Context: an optimization exercise on an open-source flow, tuned for small area and a short achievable clock period. The choices shown serve that exercise and are no tape-out recipe.
Only simulation tests tie the RTL to the original design; equivalence was not proved.
No activity file was given, so power comes from the tool's default toggle rates.

## flow/design.v (module list and top-level ports; edited modules follow where they fit)
// module csa: 11 lines
// module fa: 9 lines
// module mul: 3643 lines
module mul(clk,
	   reset,
	   is_signed,
	   is_high,
	   go,
	   src_A,
	   src_B,
	   rob_ptr_in,
	   prf_ptr_in,
	   y,
	   complete,
	   rob_ptr_out,
	   prf_ptr_val_out,
	   prf_ptr_out);
  // ...
==> flow/flow/run.sh <==
#!/bin/bash
# The standard layout (standard.sh: unchanged synthesis, floorplan, power grid, tap
# cells, placement, CTS and routing) with two changes to how it is made:
#  - the port buffers that placement inserts on every input and output are plain buf_2
#    cells instead of the default delay-buffer cell;
#  - timing repair aims 5.2 ns below the fixed 8 ns clock period (setup margin).
set -euo pipefail
bash standard.sh "BUFFER_PORTS_ARGS=-buffer_cell sky130_fd_sc_hd__buf_2" "SETUP_SLACK_MARGIN=5.2" finish > standard.log 2>&1
==> flow/standard.sh <==
#!/bin/bash
# synth_recipe.tcl (not shown) runs the flow's synth.tcl, then flattens the netlist and writes it again
# the make line also repeats each setting of config.mk as NAME=value (left out here)
make -C /OpenROAD-flow-scripts/flow DESIGN_CONFIG=/design/flow/config.mk WORK_HOME=/design/flow/orfs CLKGATE_MAP_FILE= SYNTH_SCRIPT=/design/flow/synth_recipe.tcl "${@:-finish}"
==> flow/config.mk <==
export PLATFORM = sky130hd
export DESIGN_NAME = mul
export DESIGN_NICKNAME = mul
export VERILOG_FILES = /design/flow/design.v
export SDC_FILE = /design/flow/constraint.sdc
export NUM_CORES = 4
export LEC_CHECK = 0
export CAP_MARGIN = 20
export CORE_MARGIN = 2
export CORE_UTILIZATION = 55
export CTS_CLUSTER_DIAMETER = 60
export CTS_CLUSTER_SIZE = 24
export SLEW_MARGIN = 20
export SYNTH_HIERARCHICAL = 1
==> flow/constraint.sdc <==
create_clock -name core_clock -period 8.0 [get_ports {clk}]
set_input_delay 1.6000 -clock core_clock [delete_from_list [all_inputs] [get_ports {clk}]]
set_output_delay 1.6000 -clock core_clock [all_outputs]
set_load 0.01 [all_outputs]
==> metrics.cfg, run 1 <==
[setup_path]
cp_slowest_cell = dfxtp_4
crit_family = adder cells
crit_path_start = r0_A[14]$_DFF_P_

[finish]
clkCellAreaFrac_pct = 3.95
seqCellArea_sq_um = 10800
regMostFlops = r3_y
multi_input_area_sq_um = 23900
multi_input_area_share_pct = 59.1
n_antenna_cell = 1
bufAreaShareNonClock_pct = 7.08
nNonClkBuffers = 297

[clock_network]
cts_root_buf = clkbuf_16
post_cts_resized = 85
clock_latency_ns = 0.61
htree_levels = 2

[yosys]
async_flop_share_pct = 0
ys_ff_latch = 529
synth_fp_nets = 3882
synth_cell_types = 67
ys_seq_area_share_pct = 29.7

[grt]
grt_pass1_wl_mm = 178
grtUsageMet2_pct = 55.1
antenna_found_initial = 9

[detailed_routing]
viasPerCell = 6.72

[sta]
rsz0062_at_grt = yes
clock_skew_ns = 0.0207
timing.hold.ws_ns = 0.319

[status]
outcome = no timing/DRC/antenna violations

[floorplanning]
io_pins = 157
dieArea_sq_um = 66800

==> run 2, diff against run 1 <==
--- a/flow/design.v
+++ b/flow/design.v
@@ -1967,45 +1967,39 @@
    wire bhs1623;
    wire bhc1624;
    wire bs1625;
    wire bc1626;
    wire bhs1627;
    wire bhc1628;
    wire bs1629;
    wire bc1630;
+   wire [20:0] lo2;
    logic r2_0_0;
-   logic r2_0_1;
    logic r2_1_0;
    logic r2_2_0;
    logic r2_3_0;
    logic r2_4_0;
    logic r2_5_0;
    logic r2_6_0;
-   logic r2_6_1;
    logic r2_7_0;
    logic r2_8_0;
-   logic r2_8_1;
    logic r2_9_0;
    logic r2_10_0;
-   logic r2_10_1;
    logic r2_11_0;
    logic r2_12_0;
-   logic r2_12_1;
    logic r2_13_0;
    logic r2_14_0;
-   logic r2_14_1;
    logic r2_15_0;
    logic r2_16_0;
-   logic r2_16_1;
    logic r2_17_0;
    logic r2_18_0;
-   logic r2_18_1;
    logic r2_19_0;
    logic r2_20_0;
+   logic r2_20_1;
    logic r2_21_0;
    logic r2_21_1;
    logic r2_22_0;
    logic r2_23_0;
    logic r2_23_1;
    logic r2_24_0;
    logic r2_25_0;
    logic r2_25_1;
@@ -3546,45 +3540,39 @@
    assign bhc1620 = r1_56_0 & r1_56_1;
    fa u_bs1621 (.a(r1_57_0), .b(r1_57_1), .c(r1_57_2), .s(bs1621), .co(bc1622));
    assign bhs1623 = r1_58_0 ^ r1_58_1;
    assign bhc1624 = r1_58_0 & r1_58_1;
    fa u_bs1625 (.a(r1_59_0), .b(r1_59_1), .c(r1_59_2), .s(bs1625), .co(bc1626));
    assign bhs1627 = r1_60_0 ^ r1_60_1;
    assign bhc1628 = r1_60_0 & r1_60_1;
    fa u_bs1629 (.a(r1_62_0), .b(r1_62_1), .c(r1_62_2), .s(bs1629), .co(bc1630));
-   always_ff @(posedge clk) r2_0_0 <= r1_0_0;
-   always_ff @(posedge clk) r2_0_1 <= r1_0_1;
-   always_ff @(posedge clk) r2_1_0 <= r1_1_0;
-   always_ff @(posedge clk) r2_2_0 <= r1_2_0;
-   always_ff @(posedge clk) r2_3_0 <= r1_3_0;
-   always_ff @(posedge clk) r2_4_0 <= r1_4_0;
-   always_ff @(posedge clk) r2_5_0 <= bs1341;
-   always_ff @(posedge clk) r2_6_0 <= bhs1343;
-   always_ff @(posedge clk) r2_6_1 <= bc1342;
-   always_ff @(posedge clk) r2_7_0 <= bs1345;
-   always_ff @(posedge clk) r2_8_0 <= bhs1347;
-   always_ff @(posedge clk) r2_8_1 <= bc1346;
-   always_ff @(posedge clk) r2_9_0 <= bs1349;
-   always_ff @(posedge clk) r2_10_0 <= bhs1351;
-   always_ff @(posedge clk) r2_10_1 <= bc1350;
-   always_ff @(posedge clk) r2_11_0 <= bs1353;
-   always_ff @(posedge clk) r2_12_0 <= bhs1355;
-   always_ff @(posedge clk) r2_12_1 <= bc1354;
-   always_ff @(posedge clk) r2_13_0 <= bs1359;
-   always_ff @(posedge clk) r2_14_0 <= bhs1363;
-   always_ff @(posedge clk) r2_14_1 <= bc1360;
-   always_ff @(posedge clk) r2_15_0 <= bs1367;
-   always_ff @(posedge clk) r2_16_0 <= bhs1371;
-   always_ff @(posedge clk) r2_16_1 <= bc1368;
-   always_ff @(posedge clk) r2_17_0 <= bs1375;
-   always_ff @(posedge clk) r2_18_0 <= bhs1379;
-   always_ff @(posedge clk) r2_18_1 <= bc1376;
-   always_ff @(posedge clk) r2_19_0 <= bs1385;
+   assign lo2 = {1'b0, bs1385 , bhs1379 , bs1375 , bhs1371 , bs1367 , bhs1363 , bs1359 , bhs1355 , bs1353 , bhs1351 , bs1349 , bhs1347 , bs1345 , bhs1343 , bs1341 , r1_4_0 , r1_3_0 , r1_2_0 , r1_1_0 , r1_0_0} + {1'b0, 1'b0 , bc1376 , 1'b0 , bc1368 , 1'b0 , bc1360 , 1'b0 , bc1354 , 1'b0 , bc1350 , 1'b0 , bc1346 , 1'b0 , bc1342 , 1'b0 , 1'b0 , 1'b0 , 1'b0 , 1'b0 , r1_0_1};
+   always_ff @(posedge clk) r2_0_0 <= lo2[0];
+   always_ff @(posedge clk) r2_1_0 <= lo2[1];
+   always_ff @(posedge clk) r2_2_0 <= lo2[2];
+   always_ff @(posedge clk) r2_3_0 <= lo2[3];
+   always_ff @(posedge clk) r2_4_0 <= lo2[4];
+   always_ff @(posedge clk) r2_5_0 <= lo2[5];
+   always_ff @(posedge clk) r2_6_0 <= lo2[6];
+   always_ff @(posedge clk) r2_7_0 <= lo2[7];
+   always_ff @(posedge clk) r2_8_0 <= lo2[8];
+   always_ff @(posedge clk) r2_9_0 <= lo2[9];
+   always_ff @(posedge clk) r2_10_0 <= lo2[10];
+   always_ff @(posedge clk) r2_11_0 <= lo2[11];
+   always_ff @(posedge clk) r2_12_0 <= lo2[12];
+   always_ff @(posedge clk) r2_13_0 <= lo2[13];
+   always_ff @(posedge clk) r2_14_0 <= lo2[14];
+   always_ff @(posedge clk) r2_15_0 <= lo2[15];
+   always_ff @(posedge clk) r2_16_0 <= lo2[16];
+   always_ff @(posedge clk) r2_17_0 <= lo2[17];
+   always_ff @(posedge clk) r2_18_0 <= lo2[18];
+   always_ff @(posedge clk) r2_19_0 <= lo2[19];
    always_ff @(posedge clk) r2_20_0 <= bs1391;
+   always_ff @(posedge clk) r2_20_1 <= lo2[20];
    always_ff @(posedge clk) r2_21_0 <= bhs1397;
    always_ff @(posedge clk) r2_21_1 <= bc1392;
    always_ff @(posedge clk) r2_22_0 <= bs1403;
    always_ff @(posedge clk) r2_23_0 <= bhs1409;
    always_ff @(posedge clk) r2_23_1 <= bc1404;
    always_ff @(posedge clk) r2_24_0 <= bs1415;
    always_ff @(posedge clk) r2_25_0 <= bhs1421;
    always_ff @(posedge clk) r2_25_1 <= bc1416;
@@ -3652,12 +3640,12 @@
    always_ff @(posedge clk) r2_60_0 <= bhs1627;
    always_ff @(posedge clk) r2_60_1 <= bc1626;
    always_ff @(posedge clk) r2_61_0 <= r1_61_0;
    always_ff @(posedge clk) r2_61_1 <= bhc1628;
    always_ff @(posedge clk) r2_62_0 <= bs1629;
    always_ff @(posedge clk) r2_63_0 <= r1_63_0;
    always_ff @(posedge clk) r2_63_1 <= bc1630;
    wire [63:0] f0 = {r2_63_0, r2_62_0, r2_61_0, r2_60_0, r2_59_0, r2_58_0, r2_57_0, r2_56_0, r2_55_0, r2_54_0, r2_53_0, r2_52_0, r2_51_0, r2_50_0, r2_49_0, r2_48_0, r2_47_0, r2_46_0, r2_45_0, r2_44_0, r2_43_0, r2_42_0, r2_41_0, r2_40_0, r2_39_0, r2_38_0, r2_37_0, r2_36_0, r2_35_0, r2_34_0, r2_33_0, r2_32_0, r2_31_0, r2_30_0, r2_29_0, r2_28_0, r2_27_0, r2_26_0, r2_25_0, r2_24_0, r2_23_0, r2_22_0, r2_21_0, r2_20_0, r2_19_0, r2_18_0, r2_17_0, r2_16_0, r2_15_0, r2_14_0, r2_13_0, r2_12_0, r2_11_0, r2_10_0, r2_9_0, r2_8_0, r2_7_0, r2_6_0, r2_5_0, r2_4_0, r2_3_0, r2_2_0, r2_1_0, r2_0_0};
-   wire [63:0] f1 = {r2_63_1, 1'b0, r2_61_1, r2_60_1, r2_59_1, r2_58_1, r2_57_1, r2_56_1, r2_55_1, r2_54_1, r2_53_1, r2_52_1, r2_51_1, r2_50_1, r2_49_1, 1'b0, r2_47_1, 1'b0, r2_45_1, 1'b0, r2_43_1, r2_42_1, r2_41_1, r2_40_1, r2_39_1, r2_38_1, r2_37_1, r2_36_1, r2_35_1, r2_34_1, r2_33_1, 1'b0, r2_31_1, 1'b0, r2_29_1, 1'b0, r2_27_1, 1'b0, r2_25_1, 1'b0, r2_23_1, 1'b0, r2_21_1, 1'b0, 1'b0, r2_18_1, 1'b0, r2_16_1, 1'b0, r2_14_1, 1'b0, r2_12_1, 1'b0, r2_10_1, 1'b0, r2_8_1, 1'b0, r2_6_1, 1'b0, 1'b0, 1'b0, 1'b0, 1'b0, r2_0_1};
+   wire [63:0] f1 = {r2_63_1, 1'b0, r2_61_1, r2_60_1, r2_59_1, r2_58_1, r2_57_1, r2_56_1, r2_55_1, r2_54_1, r2_53_1, r2_52_1, r2_51_1, r2_50_1, r2_49_1, 1'b0, r2_47_1, 1'b0, r2_45_1, 1'b0, r2_43_1, r2_42_1, r2_41_1, r2_40_1, r2_39_1, r2_38_1, r2_37_1, r2_36_1, r2_35_1, r2_34_1, r2_33_1, 1'b0, r2_31_1, 1'b0, r2_29_1, 1'b0, r2_27_1, 1'b0, r2_25_1, 1'b0, r2_23_1, 1'b0, r2_21_1, r2_20_1, 1'b0, 1'b0, 1'b0, 1'b0, 1'b0, 1'b0, 1'b0, 1'b0, 1'b0, 1'b0, 1'b0, 1'b0, 1'b0, 1'b0, 1'b0, 1'b0, 1'b0, 1'b0, 1'b0, 1'b0};
    wire [63:0] prod = f0 + f1;
    always_ff @(posedge clk) r3_y <= r2_hi ? {32'd0, prod[63:32]} : prod;
 endmodule
==> metrics.cfg, run 2 <==
[yosys]
synth_top_area_share_pct = 29.7  ; about the same
synth_top_area_cell = dfxtp_1  ; unchanged
async_flop_share_pct = 0  ; unchanged
synth-warning-count = 7  ; unchanged
synth_common_cells = xnor2_1, dfxtp_1, a22oi_1, fa_1, clkbuf_1  ; unchanged
synthCells = 3138  ; was 3233
yosysMostFrequentCell = xnor2_1  ; unchanged
synthSimpleGateAreaFrac_pct = 4.03  ; was 4.48%
synth_fp_nets = 3788  ; was 3882
ys_seq_area_share_pct = 29.7  ; about the same
syn-cell-area_sq_um = 35200  ; was 35600 sq um
avgSynthCellArea_sq_um = 11.2  ; was 11.0 sq um
synth_cell_types = 68  ; was 67
synth_top_family_by_area = adder cells  ; unchanged
synth_flop_cell = dfxtp_1  ; unchanged
synth_edf_count = 0  ; unchanged
synth_mux_area_share_pct = 0.753  ; was 0.151%
synth-xor-area-share_pct = 16.0  ; was 15.8%
synth_fa_ha_area_share_pct = 30.6  ; was 30.3%
ys_ff_latch = 522  ; was 529
synth_compound_area_share_pct = 14.5  ; was 15.3%
ys_top_cells_by_area = dfxtp_1, fa_1, xnor2_1, a22oi_1, clkbuf_1  ; unchanged

[setup_path]
cp_max_fo = 34  ; was 18
startpoint_type = flop  ; unchanged
cp.required_ns = 8.50  ; was 8.47 ns
timing.critical_path.arrival_ns = 3.35  ; was 3.32 ns
worst_setup_path_end_kind = flop  ; unchanged
critPathKind = flop to flop  ; unchanged

[clock_network]
clock_path_buffers = 3  ; unchanged
cts_buffers = 46  ; was 44
htree_levels = 2  ; unchanged
cts_tree = built  ; unchanged
clock_latency_ns = 0.63  ; was 0.61 ns
hold_buffers = 0  ; unchanged
path_clk_slew_ns = 0.08  ; was 0.09 ns
cts_root_buf = clkbuf_16  ; unchanged
cts.sinks = 522  ; was 529

[worst_hold_path]
min_path_type = flop to flop  ; unchanged

[sta]
fin_setup_tns_ns = 0  ; unchanged
slew_headroom_pct = 48.5  ; was 49.5%
maxSlewViolCount = 0  ; unchanged
hold_viol = 0  ; unchanged
period_needed_ns = 2.85  ; was 2.84 ns
max_slew.worst_pin.slew_ns = 0.772  ; was 0.758 ns
fmax_ghz = 0.351  ; was 0.352 GHz
clock_skew_ns = 0.0274  ; was 0.0207 ns
setup_viol = 0  ; unchanged
fin_crit_sh_pct = 35.6  ; was 35.5%
rsz0062_at_grt = yes  ; unchanged

[floorplanning]
start_util_pct = 55.7  ; was 55.5%
num_rows = 92  ; was 93
fp.dieW_um = 257  ; was 258 um
fp.dieH_um = 257  ; was 258 um
core_sq_um = 63200  ; was 64200 sq um
io_pins = 157  ; unchanged
dieArea_sq_um = 66100  ; was 66800 sq um

[finish]
most-common-layout-cells = xnor2_1, a22oi_1, fa_1  ; unchanged
layout-drive-gt1-share_pct = 15.2  ; was 16.2%
final_common_cell = xnor2_1  ; unchanged
fillCellCount = 5003  ; was 5179
area_growth_pct = 12.0  ; was 13.6%
seqCellArea_sq_um = 10700  ; was 10800 sq um
largest_register_ffs = 64  ; unchanged
num-nets-final = 3742  ; was 3868
multi_input_area_sq_um = 23300  ; was 23900 sq um
reg.largest.list = r3_y: 64 flops, r0_A: 32 flops  ; unchanged
postLayoutCellArea_sq_um = 39500  ; was 40500 sq um
regMostFlops = r3_y  ; unchanged

[place]
io_buffers = 156  ; unchanged
post_dp_cell_area_sq_um = 36000  ; was 36500 sq um
gp_congestion = 0.949  ; was 0.980
dp_hpwl_mm = 71.2  ; was 73.2 mm

[detailed_routing]
drc = 0  ; unchanged
dr.pass1.iters = 8  ; was 7
viasPerCell = 6.74  ; was 6.72
antenna_left = 0  ; unchanged
drt-total-wl_mm = 134  ; was 136 mm
num_vias = 26800  ; was 27600
drt_iter0_drc = 3839  ; was 3850
wire_per_inst_um = 33.7  ; was 33.1 um

[power]
p_int_mw = 9.85  ; was 9.73 mW
comb_power_share_pct = 61.8  ; was 61.0%
p_leak_nw = 15.1  ; was 15.5 nW
power_density_nw_per_um2 = 471  ; was 451 nW/um^2
peakVddDrop_mv = 0.402  ; was 0.321 mV
p_sw_mw = 8.75  ; was 8.51 mW
power_frac_seq_pct = 25.1  ; was 25.9%
switching_share_pct = 47.0  ; was 46.6%
power_frac_clock_pct = 13.1  ; about the same

[grt]
grt_util_all_layers_pct = 35.6  ; was 35.9%
antenna_found_initial = 11  ; was 9
gr-total-overflow = 0  ; unchanged
grt_max_degree = 54  ; was 69
grt_pass1_wl_mm = 175  ; was 178 mm
first_global_vias = 27300  ; was 27700

[job]
max_cap_violations = 0  ; unchanged

[status]
outcome = no timing/DRC/antenna violations  ; unchanged

run 2: cells by family (layout without fill, tap and decap cells):
group                      count (synthesis)  after routing
AOI/OAI and AO/OA                        699            699
xor gates and xnor gates                 643            643
adders and majority gates                570            570
DFF                                      522            522
buffers and inverters                    406            396
and+or+nand+nor                          274            274
muxes                                     24             24
other                                      0              1
run 2: cell type report:
cell class                 count  area share [%]
clock inverter                35            1.18
multi-input combinational   2210            59.1
sequential                   522            27.1
tap                          846            2.68
antenna                        1         0.00634
clock buffer                  49            3.03
inverter                      48           0.457
timing repair buffer         264            6.53
run 2: modules after synthesis (local to each module, per instance):
module,cells,copies in the design,flip-flops and latches
fa,1,487,0
mul,2651,1,522
run 2: what timing repair did:
action                                  CTS  global route
gates cloned                              0             0
setup buffers                             8            68
gates resized for setup                  71            30
pin swaps                                 5             5
endpoints found under the setup margin  161            73
run 2: layer usage:
layer | track usage [%] | routed length, um | up-vias
met5 | 0.365 | 123 | -
met4 | 17.0 | 9230 | 12
met3 | 10.9 | 19900 | 662
met2 | 55.2 | 57500 | 2330
met1 | 45.4 | 47200 | 13300
li1 | - | - | 10600
run 2: per-stage QoR:
step                utilization, %  total power [mW]  hold WS (ns)  std cells  setup WS, ns
floorplan                        -              10.8         0.310       3138          5.20
global placement              57.0              15.2         0.310       3814          4.88
CTS                           60.1              18.0         0.332       3906          5.16
global route                  62.4              19.8         0.337       3974          5.15
detailed placement            57.0              15.5         0.312       3814          4.86
finish                        62.4              18.6         0.331       3975          5.15
run 2: power groups by stage:
stage / registers [mW] / logic [mW] / clock network, mW
after global routing: 4.74 / 12.4 / 2.58
after floorplan: 4.41 / 6.34 / 0
final: 4.66 / 11.5 / 2.44
after CTS: 4.73 / 10.8 / 2.48
after global placement: 4.77 / 10.5 / 0
after detailed placement: 4.79 / 10.7 / 0
run 2: final timing paths:
path	startpoint	end	slack [ns]	cells past startpoint
setup / recovery	r0_x1_11$_DFF_P_	r1_55_1$_DFF_P_	5.15	5
hold / removal	r_rob2[2]$_DFF_P_	r_rob3[2]$_DFF_P_	0.33	0
hold reg to reg	r_rob2[2]$_DFF_P_	r_rob3[2]$_DFF_P_	0.33	0
setup reg to reg	r0_x1_11$_DFF_P_	r1_55_1$_DFF_P_	5.15	5
run 2: worst max-delay path, stage by stage (launching register included):
cell     delay [ns]
dfxtp_4        0.80
o21ai_0        0.23
xor2_1         0.20
fa_1           0.60
fa_1           0.43
fa_1           0.45
==> run 3, diff against run 2 <==
==> flow/flow/run.sh (replaced) <==
#!/bin/bash
# The standard layout (standard.sh: unchanged synthesis, floorplan, power grid, tap
# cells, placement, CTS and routing) with two changes to how it is made:
#  - the port buffers that placement inserts on every input and output are plain buf_2
#    cells instead of the default delay-buffer cell;
#  - timing repair aims 5.0 ns below the fixed 8 ns clock period (setup margin).
set -euo pipefail
bash standard.sh "BUFFER_PORTS_ARGS=-buffer_cell sky130_fd_sc_hd__buf_2" "SETUP_SLACK_MARGIN=5.0" finish > standard.log 2>&1
--- a/flow/config.mk
+++ b/flow/config.mk
@@ -7,7 +7,7 @@
 export LEC_CHECK = 0
 export CAP_MARGIN = 20
 export CORE_MARGIN = 2
-export CORE_UTILIZATION = 55
+export CORE_UTILIZATION = 68
 export CTS_CLUSTER_DIAMETER = 60
 export CTS_CLUSTER_SIZE = 24
 export SLEW_MARGIN = 20
==> metrics.cfg, run 3 <==
[yosys]
synth_cell_types = 68  ; unchanged
yosysMostFrequentCell = xnor2_1  ; unchanged
synth_top_area_share_pct = 29.7  ; unchanged
syn-cell-area_sq_um = 35200  ; unchanged
synth_top_family_by_area = adder cells  ; unchanged
synth_compound_area_share_pct = 14.5  ; unchanged
synthSimpleGateAreaFrac_pct = 4.03  ; unchanged
async_flop_share_pct = 0  ; unchanged
synth_flop_cell = dfxtp_1  ; unchanged
synth-xor-area-share_pct = 16.0  ; unchanged
synth_top_area_cell = dfxtp_1  ; unchanged
synthCells = 3138  ; unchanged
synth-warning-count = 7  ; unchanged
avgSynthCellArea_sq_um = 11.2  ; unchanged
ys_top_cells_by_area = dfxtp_1, fa_1, xnor2_1, a22oi_1, clkbuf_1  ; unchanged
synth_edf_count = 0  ; unchanged
synth_common_cells = xnor2_1, dfxtp_1, a22oi_1, fa_1, clkbuf_1  ; unchanged
synth_fa_ha_area_share_pct = 30.6  ; unchanged
synth_fp_nets = 3788  ; unchanged
synth_mux_area_share_pct = 0.753  ; unchanged
ys_seq_area_share_pct = 29.7  ; unchanged
ys_ff_latch = 522  ; unchanged

[sta]
max_slew.worst_pin.slew_ns = 0.881  ; was 0.772 ns
clock_skew_ns = 0.0295  ; was 0.0274 ns
period_needed_ns = 2.93  ; was 2.85 ns
rsz0062_at_grt = no  ; was yes
fmax_ghz = 0.341  ; was 0.351 GHz
setup_viol = 0  ; unchanged
fin_crit_sh_pct = 36.6  ; was 35.6%
maxSlewViolCount = 0  ; unchanged
slew_headroom_pct = 41.3  ; was 48.5%
hold_viol = 0  ; unchanged
fin_setup_tns_ns = 0  ; unchanged
setup_ws_ns = 5.07  ; was 5.15 ns

[floorplanning]
start_util_pct = 68.7  ; was 55.7%
core_sq_um = 51300  ; was 63200 sq um
fp.dieW_um = 232  ; was 257 um
fp.dieH_um = 232  ; was 257 um
dieArea_sq_um = 53600  ; was 66100 sq um
num_rows = 83  ; was 92
io_pins = 157  ; unchanged

[clock_network]
cts_root_buf = clkbuf_16  ; unchanged
hold_buffers = 0  ; unchanged
postCtsSetupRepairBufs = 0  ; was 8
htree_levels = 2  ; unchanged
cts_buffers = 43  ; was 46
clock_path_buffers = 3  ; unchanged
cts_tree = built  ; unchanged
cts.sinks = 522  ; unchanged
path_clk_slew_ns = 0.08  ; about the same
clock_latency_ns = 0.63  ; about the same

[detailed_routing]
met2WireLength_mm = 48.2  ; was 57.5 mm
dr.pass1.iters = 7  ; was 8
drt_iter0_drc = 3910  ; was 3839
wire_per_inst_um = 29.9  ; was 33.7 um
drc = 0  ; unchanged
drt-met1-wl_mm = 37.8  ; was 47.2 mm
viasPerCell = 7.00  ; was 6.74
antenna_left = 0  ; unchanged
num_vias = 26100  ; was 26800
drt-total-wl_mm = 112  ; was 134 mm
routed-wl-met3_mm = 17.6  ; was 19.9 mm
topRoutingLayerUsed = met5  ; unchanged

[setup_path]
worst_setup_path_end_kind = flop  ; unchanged
r2r_start = r0_x2_5$_DFF_P_  ; was r0_x1_11$_DFF_P_
reg2regPathDepth = 6  ; was 5
startpoint_type = flop  ; unchanged
crit_path_start = r0_x2_5$_DFF_P_  ; was r0_x1_11$_DFF_P_
r2r_slack_ns = 5.07  ; was 5.15 ns
critPathKind = flop to flop  ; unchanged
cp_max_fo = 33  ; was 34
timing.critical_path.arrival_ns = 3.41  ; was 3.35 ns
r2r_end = r1_38_4$_DFF_P_  ; was r1_55_1$_DFF_P_
cp.required_ns = 8.49  ; was 8.50 ns

[finish]
area_growth_pct = 6.45  ; was 12.0%
reg.largest.list = r3_y: 64 flops, r0_A: 32 flops  ; unchanged
final_common_cell = xnor2_1  ; unchanged
largest_register_ffs = 64  ; unchanged
regMostFlops = r3_y  ; unchanged
fillCellCount = 3593  ; was 5003
most-common-layout-cells = xnor2_1, a22oi_1, fa_1  ; unchanged
layout-drive-gt1-share_pct = 12.2  ; was 15.2%
num-nets-final = 3668  ; was 3742

[worst_hold_path]
hold_end = r2_hi$_DFF_P_  ; was r_rob3[2]$_DFF_P_
whs_path_depth = 0  ; unchanged
hp-start = r1_hi$_DFF_P_  ; was r_rob2[2]$_DFF_P_
min_path_type = flop to flop  ; unchanged

[grt]
gr-total-overflow = 0  ; unchanged
grt_max_degree = 53  ; was 54
antenna_found_initial = 8  ; was 11
grt_pass1_wl_mm = 167  ; was 175 mm
grt_util_all_layers_pct = 42.1  ; was 35.6%
first_global_vias = 28100  ; was 27300

[place]
dp_hpwl_mm = 67.3  ; was 71.2 mm
gp_congestion = 0.979  ; was 0.949
dp_slack_ns = 4.87  ; was 4.86 ns
io_buffers = 156  ; unchanged

[job]
max_cap_violations = 0  ; unchanged

[power]
p_leak_nw = 14.3  ; was 15.1 nW
peakVddDrop_mv = 0.413  ; was 0.402 mV
power_density_nw_per_um2 = 475  ; was 471 nW/um^2

[status]
outcome = no timing/DRC/antenna violations  ; unchanged

## run 3: final cells by class
type / instances / area [sq um] / share of cell area [%]
Inverter: 48 / 180 / 0.480
Tap cell: 680 / 851 / 2.27
Clock buffer: 44 / 1080 / 2.88
Sequential cell: 522 / 10700 / 28.4
Multi-Input combinational cell: 2210 / 23200 / 61.9
Clock inverter: 29 / 445 / 1.19
Timing Repair Buffer: 193 / 1060 / 2.82
Antenna cell: 2 / 5.00 / 0.0133
## run 3: modules after synthesis, one instance, submodules excluded
module	cells inside	cell area, sq um	copies in the design	flip-flops and latches
mul	2651	25500	1	522
fa	1	20.0	487	0
## run 3: per-layer routing
| layer | up-vias | GRT usage, % |
|---|---|---|
| li1 | 10400 | - |
| met4 | 6 | 24.2 |
| met3 | 715 | 17.9 |
| met5 | - | 0 |
| met2 | 2328 | 63.7 |
| met1 | 12700 | 50.5 |
## run 3: cell families (layout without fill, tap and decap cells)
group	after synthesis	in the layout
AO/OA/AOI/OAI	699	699
XOR/XNOR	643	643
adder cells (fa/ha/maj)	570	570
flip-flops	522	522
buffers and inverters	406	314
AND/OR/NAND/NOR	274	274
multiplexers	24	24
other	0	2
## run 3: power by group
group          internal (mW)  switching, mW  total [mW]  leakage, nW
Clock                   1.14           1.18        2.31        0.736
Combinational           4.49           6.31        10.8         9.13
Sequential              3.90          0.819        4.72         4.42
Total                   9.53           8.30        17.8         14.3
## run 3: worst max-delay path by stage
stage / slack [ns] / cells past startpoint / endpoint
5_1_grt: 5.01 / 6 / r1_38_4$_DFF_P_
4_1_cts: 5.00 / 5 / r1_29_4$_DFF_P_
3_3_place_gp: 4.94 / 5 / r1_38_4$_DFF_P_
3_5_place_dp: 4.87 / 5 / r1_25_3$_DFF_P_
6_report: 5.07 / 6 / r1_38_4$_DFF_P_
2_1_floorplan: 5.15 / 6 / r1_25_3$_DFF_P_
## run 3: timing repair
action	CTS	global route
setup endpoints to repair	60	66
resized for setup	40	8
pin swaps	0	0
## run 3: metrics by stage
| stage | power [mW] | instance area (sq um) | hold WS, ns | utilization [%] | cells |
|---|---|---|---|---|---|
| 6_report | 17.8 | 37500 | 0.329 | 73.1 | 3728 |
| 5_1_grt | 19.0 | 37500 | 0.332 | 73.1 | 3726 |
| 4_1_cts | 17.5 | 37500 | 0.330 | 73.0 | 3726 |
| 3_5_place_dp | 15.1 | 35800 | 0.312 | 69.9 | 3653 |
| 3_3_place_gp | 14.8 | 35800 | 0.310 | 69.9 | 3653 |
| 2_1_floorplan | 10.7 | 35200 | 0.310 | - | 3138 |
## run 3: critical path, cell delays in order (launching register included)
cell	delay [ns]
dfxtp_1	0.31
buf_4	0.49
a22oi_1	0.21
xnor2_1	0.28
fa_1	0.48
fa_1	0.48
fa_1	0.52
==> run 4, diff against run 3 <==
==> flow/flow/run.sh (replaced) <==
#!/bin/bash
# The standard layout (standard.sh: unchanged synthesis, floorplan, power grid, tap
# cells, placement, CTS and routing) with two changes to how it is made:
#  - the port buffers that placement inserts on every input and output are plain buf_2
#    cells instead of the default delay-buffer cell;
#  - timing repair aims 5.1 ns below the fixed 8 ns clock period (setup margin).
set -euo pipefail
bash standard.sh "BUFFER_PORTS_ARGS=-buffer_cell sky130_fd_sc_hd__buf_2" "SETUP_SLACK_MARGIN=5.1" finish > standard.log 2>&1
==> metrics.cfg, run 4 <==
[sta]
fmax_ghz = 0.346  ; was 0.341 GHz
maxSlewViolCount = 0  ; unchanged
rsz0062_at_grt = yes  ; was no
fin_crit_sh_pct = 36.1  ; was 36.6%
fin_setup_tns_ns = 0  ; unchanged
slew_headroom_pct = 45.2  ; was 41.3%
period_needed_ns = 2.89  ; was 2.93 ns
setup_viol = 0  ; unchanged
max_slew.worst_pin.slew_ns = 0.823  ; was 0.881 ns
timing.hold.ws_ns = 0.329  ; about the same
hold_viol = 0  ; unchanged
clock_skew_ns = 0.0278  ; was 0.0295 ns

[yosys]
ys_ff_latch = 522  ; unchanged
synthSimpleGateAreaFrac_pct = 4.03  ; unchanged
yosysMostFrequentCell = xnor2_1  ; unchanged
synth_top_family_by_area = adder cells  ; unchanged
synthCells = 3138  ; unchanged
ys_top_cells_by_area = dfxtp_1, fa_1, xnor2_1, a22oi_1, clkbuf_1  ; unchanged
synth_mux_area_share_pct = 0.753  ; unchanged
async_flop_share_pct = 0  ; unchanged
synth_compound_area_share_pct = 14.5  ; unchanged
synth_common_cells = xnor2_1, dfxtp_1, a22oi_1, fa_1, clkbuf_1  ; unchanged
synth_top_area_share_pct = 29.7  ; unchanged
synth_flop_cell = dfxtp_1  ; unchanged
avgSynthCellArea_sq_um = 11.2  ; unchanged
synth_top_area_cell = dfxtp_1  ; unchanged
synth_fa_ha_area_share_pct = 30.6  ; unchanged
syn-cell-area_sq_um = 35200  ; unchanged
synth_edf_count = 0  ; unchanged
synth-warning-count = 7  ; unchanged
synth_cell_types = 68  ; unchanged
ys_seq_area_share_pct = 29.7  ; unchanged
synth-xor-area-share_pct = 16.0  ; unchanged
synth_fp_nets = 3788  ; unchanged

[setup_path]
crit_chain = a22oi_1 -> xnor2_1 -> fa_1 -> fa_1 -> fa_1  ; was buf_4 -> a22oi_1 -> xnor2_1 -> fa_1 -> fa_1 -> fa_1
critPathKind = flop to flop  ; unchanged
cp_slowest_cell = dfxtp_4  ; was fa_1
cpMostUsedCell = fa_1  ; unchanged
worst_setup_path_end_kind = flop  ; unchanged
cp_max_fo = 34  ; was 33
cp.required_ns = 8.49  ; about the same
r2r_slack_ns = 5.11  ; was 5.07 ns
timing.critical_path.arrival_ns = 3.38  ; was 3.41 ns
startpoint_type = flop  ; unchanged
r2r_end = r1_38_4$_DFF_P_  ; unchanged
r2r_start = r0_x1_7$_DFF_P_  ; was r0_x2_5$_DFF_P_
crit_path_max_incr_delay_ns = 0.78  ; was 0.52 ns
reg2regPathDepth = 5  ; was 6

[power]
p_total_mw = 17.9  ; was 17.8 mW
p_leak_nw = 14.4  ; was 14.3 nW
p_int_mw = 9.54  ; was 9.53 mW
power_frac_clock_pct = 12.9  ; was 13.0%
switching_share_pct = 46.6  ; about the same
comb_power_share_pct = 60.7  ; was 60.6%
p_sw_mw = 8.34  ; was 8.30 mW
power_frac_seq_pct = 26.3  ; was 26.5%
peakVddDrop_mv = 0.434  ; was 0.413 mV
power_density_nw_per_um2 = 475  ; about the same

[finish]
area_growth_pct = 6.95  ; was 6.45%
regMostFlops = r3_y  ; unchanged
num-nets-final = 3673  ; was 3668
final_common_cell = xnor2_1  ; unchanged
reg.largest.list = r3_y: 64 flops, r0_A: 32 flops  ; unchanged
largest_register_ffs = 64  ; unchanged
fillCellCount = 3563  ; was 3593
layout-drive-gt1-share_pct = 12.5  ; was 12.2%
most-common-layout-cells = xnor2_1, a22oi_1, fa_1  ; unchanged

[place]
gp_congestion = 0.979  ; unchanged
dp_hpwl_mm = 67.3  ; unchanged
io_buffers = 156  ; unchanged

[floorplanning]
fp.dieW_um = 232  ; unchanged
io_pins = 157  ; unchanged
dieArea_sq_um = 53600  ; unchanged
fp.dieH_um = 232  ; unchanged
num_rows = 83  ; unchanged
core_sq_um = 51300  ; unchanged
start_util_pct = 68.7  ; unchanged

[worst_hold_path]
hold_end = r2_hi$_DFF_P_  ; unchanged
hp-start = r1_hi$_DFF_P_  ; unchanged
whs_path_depth = 0  ; unchanged
min_path_type = flop to flop  ; unchanged

[clock_network]
cts_buffers = 43  ; unchanged
hold_buffers = 0  ; unchanged
cts_tree = built  ; unchanged
path_clk_slew_ns = 0.08  ; about the same
clock_path_buffers = 3  ; unchanged
cts.sinks = 522  ; unchanged
clock_latency_ns = 0.63  ; about the same
htree_levels = 2  ; unchanged
cts_root_buf = clkbuf_16  ; unchanged

[detailed_routing]
dr.pass1.iters = 7  ; unchanged
drc = 0  ; unchanged
wire_per_inst_um = 30.3  ; was 29.9 um
antenna_left = 0  ; unchanged
viasPerCell = 7.04  ; was 7.00
num_vias = 26300  ; was 26100
drt-total-wl_mm = 113  ; was 112 mm
drt_iter0_drc = 3695  ; was 3910

[job]
max_cap_violations = 0  ; unchanged

[grt]
antenna_found_initial = 10  ; was 8
grt_max_degree = 53  ; unchanged
first_global_vias = 28200  ; was 28100
gr-total-overflow = 0  ; unchanged
grt_pass1_wl_mm = 168  ; was 167 mm
grt_util_all_layers_pct = 42.2  ; was 42.1%

[status]
outcome = no timing/DRC/antenna violations  ; unchanged

run 4: cell counts after synthesis:
No cell type changed its count.
run 4: layout make-up:
class                   instances  area [sq um]  share of cell area [%]
diodes                          4          10.0                  0.0266
flip-flops and latches        522         10700                    28.3
inverters                      48           180                   0.478
clock inverters                29           445                    1.18
multi-input cells            2210         23200                    61.7
well taps                     680           851                    2.26
clock buffers                  44          1080                    2.87
repair buffers                198          1210                    3.22
run 4: cells by family after synthesis:
logic type	count (synthesis)
AND/OR/NAND/NOR	274
buffers and inverters	406
AO/OA/AOI/OAI	699
adder cells (fa/ha/maj)	570
multiplexers	24
flip-flops	522
XOR/XNOR	643
run 4: modules after synthesis, one instance, submodules excluded:
module / cells inside / flops+latches / cell area [sq um] / times used
fa: 1 / 0 / 20.0 / 487
mul: 2651 / 522 / 25500 / 1
run 4: how the worst max path moves through the flow:
stage,start,slack [ns],to
CTS,r3_y[48]$_SDFF_PP0_,5.13,y[48]
floorplan,r0_ng_3$_DFF_P_,5.15,r1_25_3$_DFF_P_
global placement,r0_x1_2$_DFF_P_,4.94,r1_38_4$_DFF_P_
finish,r0_x1_7$_DFF_P_,5.11,r1_38_4$_DFF_P_
global route,r1_13_0$_DFF_P_,5.03,r2_19_0$_DFF_P_
detailed placement,r0_A[16]$_DFF_P_,4.87,r1_25_3$_DFF_P_
run 4: critical path: cells and delay by family (launching register included):
family	cells	cell delay, ns
flip-flops	1	0.78
adder cells (fa/ha/maj)	3	1.48
XOR/XNOR	1	0.26
AO/OA/AOI/OAI	1	0.20
run 4: power groups by stage:
stage,combinational (mW),sequential (mW),clock (mW)
5_1_grt,11.8,4.78,2.43
2_1_floorplan,6.34,4.41,0
3_5_place_dp,10.4,4.74,0
4_1_cts,10.5,4.68,2.33
3_3_place_gp,10.1,4.70,0
6_report,10.9,4.71,2.31
run 4: routing by layer:
| layer | up-vias | wire [um] | global-route usage [%] |
|---|---|---|---|
| met4 | 6 | 8380 | 23.6 |
| met3 | 724 | 18000 | 18.4 |
| met2 | 2405 | 48700 | 63.9 |
| li1 | 10400 | - | - |
| met1 | 12800 | 37900 | 50.5 |
| met5 | - | 41 | 0.735 |
run 4: per-stage QoR:
| step | setup WS (ns) | util, % | cell area, sq um | instances |
|---|---|---|---|---|
| after floorplan | 5.15 | - | 35200 | 3138 |
| after global placement | 4.94 | 69.9 | 35800 | 3653 |
| after detailed placement | 4.87 | 69.9 | 35800 | 3653 |
| after CTS | 5.13 | 73.1 | 37500 | 3726 |
| after global routing | 5.03 | 73.4 | 37700 | 3731 |
| final | 5.11 | 73.4 | 37700 | 3735 |
run 4: what timing repair did:
| item | in CTS | in global routing |
|---|---|---|
| resized for setup | 48 | 16 |
| pin swaps | 0 | 1 |
| setup endpoints to repair | 124 | 24 |
| cloned | 0 | 0 |
| setup buffers | 0 | 5 |

## what the ideal ports hide
How much do the figures lean on ideal ports? The routed layouts below were timed once more, with nothing changed but the port constraints.
Step 1, drivers: a clkbuf_16 drives clk and a buf_2 each remaining input, both assumed.
Step 2 also shifts input and output timing later by t, the mid clock arrival at the registers, as if the neighbouring blocks saw the same clock.
a / b / c = ideal / step 1 / step 2; a / b = the first two.
run | shift t [ns] | slack for setup (ns) | latest minus earliest clock arrival (ns) | slew at the worst register clock pin (ns) | worst slew at a driven data input, ns
run 1 | 0.669 | 5.158 / 5.158 / 5.158 | 0.022 / 0.021 | 0.09 / 0.09 | 0.04
run 2 | 0.681 | 5.154 / 5.154 / 5.154 | 0.029 / 0.029 | 0.09 / 0.09 | 0.04
run 3 | 0.680 | 5.071 / 5.071 / 5.071 | 0.034 / 0.034 | 0.09 / 0.09 | 0.04
run 4 | 0.681 | 5.112 / 5.101 / 5.112 | 0.030 / 0.030 | 0.09 / 0.09 | 0.04
After both steps every run listed still meets setup and hold.
